What follows belongs to an exercise in optimizing a design on an open flow for small area and a short achievable clock period; a production flow would make more cautious choices.
The RTL was checked by simulation tests, not by an equivalence proof against the original design.
No activity file was given, so power comes from the tool's default toggle rates.

==> inputs of run a <==
## divider
module divider
        (
                input wire signed [31:0] data1,
                input wire signed [31:0] data2,
                input wire clock,
                input wire reset_n,
                output reg signed [31:0] q,
                output reg signed [31:0] r
        );
==> flow/config.mk <==
export PLATFORM = sky130hd
export DESIGN_NAME = divider
export DESIGN_NICKNAME = divider
export VERILOG_FILES = /design/flow/design.v
export SDC_FILE = /design/flow/constraint.sdc
export NUM_CORES = 4
export LEC_CHECK = 0
export ABC_AREA = 1
export CAP_MARGIN = 20
export CORE_MARGIN = 2
export CORE_UTILIZATION = 40
export SLEW_MARGIN = 20
==> flow/constraint.sdc <==
create_clock -name core_clock -period 150.0 [get_ports {clock}]
set_input_delay 30.0000 -clock core_clock [delete_from_list [all_inputs] [get_ports {clock}]]
set_output_delay 30.0000 -clock core_clock [all_outputs]
set_load 0.01 [all_outputs]
standard.sh (not shown) runs the stock make flow with config.mk's settings and CLKGATE_MAP_FILE= SYNTH_SCRIPT=/design/flow/synth_recipe.tcl, a recipe that flattens the netlist after the stock synthesis.
==> flow/flow/run.sh <==
#!/bin/bash
set -euo pipefail
MARGIN=$(cat flow/setup_margin)
bash standard.sh SETUP_SLACK_MARGIN=$MARGIN SKIP_GATE_CLONING=1 finish > flow_make.log 2>&1
==> flow/flow/setup_margin <==
76
==> run b: changes against run a <==
==> flow/run.sh (new file) <==
#!/bin/bash
# synth_recipe.tcl (not shown) runs the flow's synth.tcl, then flattens the netlist and writes it again
# the make line also repeats each setting of config.mk as NAME=value (left out here)
make -C /OpenROAD-flow-scripts/flow DESIGN_CONFIG=/design/flow/config.mk WORK_HOME=/design/flow/orfs CLKGATE_MAP_FILE= SYNTH_SCRIPT=/design/flow/synth_recipe.tcl finish
removed: flow/flow/run.sh
removed: flow/flow/setup_margin
removed: flow/standard.sh
==> comparison table <==
quantity                                                               run a                    run b
Outcome                                              complete, no violations  complete, no violations
Worst IR drop on VDD                                             0.008007 mV              0.009495 mV
Area delta synth->final                                               7.837%                   2.373%
Number of post-CTS setup repair buffers                                   73                        0
Fraction of area in registers                                         3.096%                   3.261%
WL per Instance                                                     17.53 um                 17.24 um
Vias per inst                                                          5.352                    5.335
Layout Nets                                                             7060                     6965
Share of cell area taken by multi-input logic gates                   76.85%                   78.24%
Peak Freq                                                          13.47 MHz                12.24 MHz
Gr usage total                                                        28.17%                   27.48%
Clock network fraction of design power                                  6.5%                     6.8%
Combined area of the multi-input logic cells                   0.03181 sq mm            0.03074 sq mm
Global routing usage on met2                                          46.42%                   44.92%
Routed met2 length                                                  64590 um                 62280 um
Number of non-clock buffers in the layout                                297                      202
Met1 Routed Length                                                  63510 um                 62570 um
Combinational gate power                                            0.379 mW                 0.358 mW
Starting DRC count in detailed routing                                  4371                     4048

* * *

==> pepper <==
divider, a different RTL version from the one above (not shown whole).
clock: 150.0 ns
lec_check: 0
abc_area: 1
cap_margin: 20
core_margin: 2
core_utilization: 40
slew_margin: 20
==> flow/flow/run.sh <==
#!/bin/bash
# The standard layout (standard.sh, standard synthesis included), with
# two changes:
#  - the buffers ORFS puts on every input and output port are
#    sky130_fd_sc_hd__buf_1 cells instead of the delay cells
#    (clkdlybuf4s50_1) that buffer_ports picks by itself; every port still
#    gets its own buffer;
#  - the post-CTS repair_timing aims for a setup slack of flow/setup_margin
#    ns instead of 0, using gate up-sizing only (no buffering, pin swaps or
#    cloning), so the netlist keeps the synthesized structure.
# The rest (global route with its usual repairs, detailed route, finish) is
# standard. The design's SDC and clock period are used unchanged.
set -euo pipefail
MARGIN=$(cat flow/setup_margin)
IOBUF="BUFFER_PORTS_ARGS=-buffer_cell sky130_fd_sc_hd__buf_1"
bash standard.sh "$IOBUF" SETUP_SLACK_MARGIN=$MARGIN SETUP_MOVE_SEQUENCE=sizeup \
  SKIP_GATE_CLONING=1 SKIP_PIN_SWAP=1 cts > flow_make_cts.log 2>&1
bash standard.sh "$IOBUF" finish > flow_make.log 2>&1
==> flow/flow/setup_margin <==
74
==> raven: changes against pepper <==
==> flow/flow/run.sh (replaced) <==
#!/bin/bash
# The standard layout (standard.sh, standard synthesis included), except
# that the buffers ORFS puts on every input and output port are
# sky130_fd_sc_hd__buf_1 cells, instead of the delay cells
# (clkdlybuf4s50_1) that buffer_ports picks by itself. Every port still
# gets its own buffer; the design's SDC and clock period are unchanged.
set -euo pipefail
bash standard.sh "BUFFER_PORTS_ARGS=-buffer_cell sky130_fd_sc_hd__buf_1" finish > flow_make.log 2>&1
removed: flow/flow/setup_margin
==> harbor: changes against pepper <==
==> flow/flow/run.sh (replaced) <==
#!/bin/bash
# The standard layout (standard.sh, standard synthesis included), run in
# two parts: up to CTS, the post-CTS repair_timing aims for a setup slack of
# flow/setup_margin ns instead of 0, using gate up-sizing only (no
# buffering, pin swaps or cloning), so the netlist keeps the synthesized
# structure; the rest (global route with its usual repairs, detailed route,
# finish) is standard. The design's SDC and clock period are used unchanged.
set -euo pipefail
MARGIN=$(cat flow/setup_margin)
bash standard.sh SETUP_SLACK_MARGIN=$MARGIN SETUP_MOVE_SEQUENCE=sizeup \
  SKIP_GATE_CLONING=1 SKIP_PIN_SWAP=1 cts > flow_make_cts.log 2>&1
bash standard.sh finish > flow_make.log 2>&1
==> flow_metrics.py <==
metrics = {
    "pwr": {
        "switchingPower_mw": 0.251,
        "comb_power_share_pct": 86.9,
        "intPower_mw": 0.142,
        "p_leak_nw": 19.9,
    },
    "routing": {
        "dr_wl_met3_mm": 9.15,
    },
    "critical_path": {
        "cp_common_cell": "nand2_1",
        "crit_required_ps": 150260,
        "slowest_stage": "a21boi_4",
    },
    "cells_and_area": {
        "syn_to_final_growth_pct": 1.77,
        "finalNonFillerCells": 7931,
        "final_core_util_pct": 41.1,
        "final_cell_mix": "2285 x nand2_1, 857 x nand3_1, 734 x inv_1, 491 x nor2_1, 386 x xor2_1",
        "final-clk-cell-share_pct": 0.853,
        "multi_input_area_mm2": 0.0300,
    },
    "placed_design": {
        "dp_slack_ps": 70890,
    },
    "global_routing": {
        "grt_pass1_wl_mm": 208,
    },
    "run_status": {
        "status": "complete, no violations",
    },
    "timing": {
        "setup_slack_ps": 73420,
        "tightest_slew_ps": 1170,
    },
}
Source of the figures above: pepper

==> flow_metrics.py <==
metrics = {
    "run_status": {
        "status": "complete, no violations",
    },
    "pwr": {
        "comb_power_share_pct": 87.2,
    },
    "cells_and_area": {
        "syn_to_final_growth_pct": 4.39,
        "final_core_util_pct": 42.2,
        "final_cell_mix": "2283 x nand2_1, 849 x nand3_1, 734 x inv_1, 488 x nor2_1, 382 x xor2_1",
    },
    "global_routing": {
        "grt_pass1_wl_mm": 211,
    },
    "routing": {
        "dr_wl_met3_mm": 10.5,
    },
    "timing": {
        "tightest_slew_ps": 1200,
        "setup_slack_ps": 73460,
    },
    "placed_design": {
        "dp_slack_ps": 70090,
    },
}
Source of the figures above: harbor

==> flow_metrics.py <==
metrics = {
    "run_status": {
        "status": "complete, no violations",
    },
    "pwr": {
        "comb_power_share_pct": 86.8,
        "intPower_mw": 0.141,
        "p_leak_nw": 19.8,
        "switchingPower_mw": 0.250,
    },
    "cells_and_area": {
        "syn_to_final_growth_pct": 0.855,
        "final_core_util_pct": 40.7,
        "multi_input_area_mm2": 0.0298,
        "final_cell_mix": "2287 x nand2_1, 857 x nand3_1, 734 x inv_1, 492 x nor2_1, 396 x xor2_1",
        "final-clk-cell-share_pct": 0.861,
    },
    "critical_path": {
        "crit_required_ps": 150270,
        "cp_common_cell": "nand2_2",
    },
    "routing": {
        "dr_wl_met3_mm": 9.39,
    },
    "global_routing": {
        "grt_overflow_total": 0,
    },
    "timing": {
        "tightest_slew_ps": 1160,
    },
}
Source of the figures above: raven

==> static timing again, ports no longer ideal <==
No port has a modelled driver above. Below, the same layouts with a new extraction and two added sets of constraints.
Step 1, drivers: a clkbuf_16 drives clock and a buf_2 each remaining input, both assumed.
Step 2 also shifts input and output timing later by t, the mid clock arrival at the registers, as if the neighbouring blocks saw the same clock.
a / b / c = no drivers / after step 1 / after step 2; a / b = the first two.
run | shift t [ns] | slack for setup (ns) | slew at the worst register clock pin (ns) | worst data-port slew with drivers (ns) | pins driven straight from the clock port
run a | 0.469 | 75.737 / 75.781 / 75.312 | 0.10 / 0.10 | 0.06 | 1
run b | 0.466 | 68.333 / 68.371 / 67.905 | 0.11 / 0.11 | 0.06 | 1
pepper | 0.449 | 73.420 / 73.451 / 73.002 | 0.10 / 0.10 | 0.09 | 1
raven | 0.452 | 70.516 / 70.551 / 70.099 | 0.10 / 0.10 | 0.08 | 1
harbor | 0.447 | 73.461 / 73.490 / 73.043 | 0.09 / 0.09 | 0.06 | 1
After both steps setup and hold are still met in every run listed. For run b, which loses most, drivers alone change the setup slack by +0.038 ns; drivers and shift together by -0.428 ns.
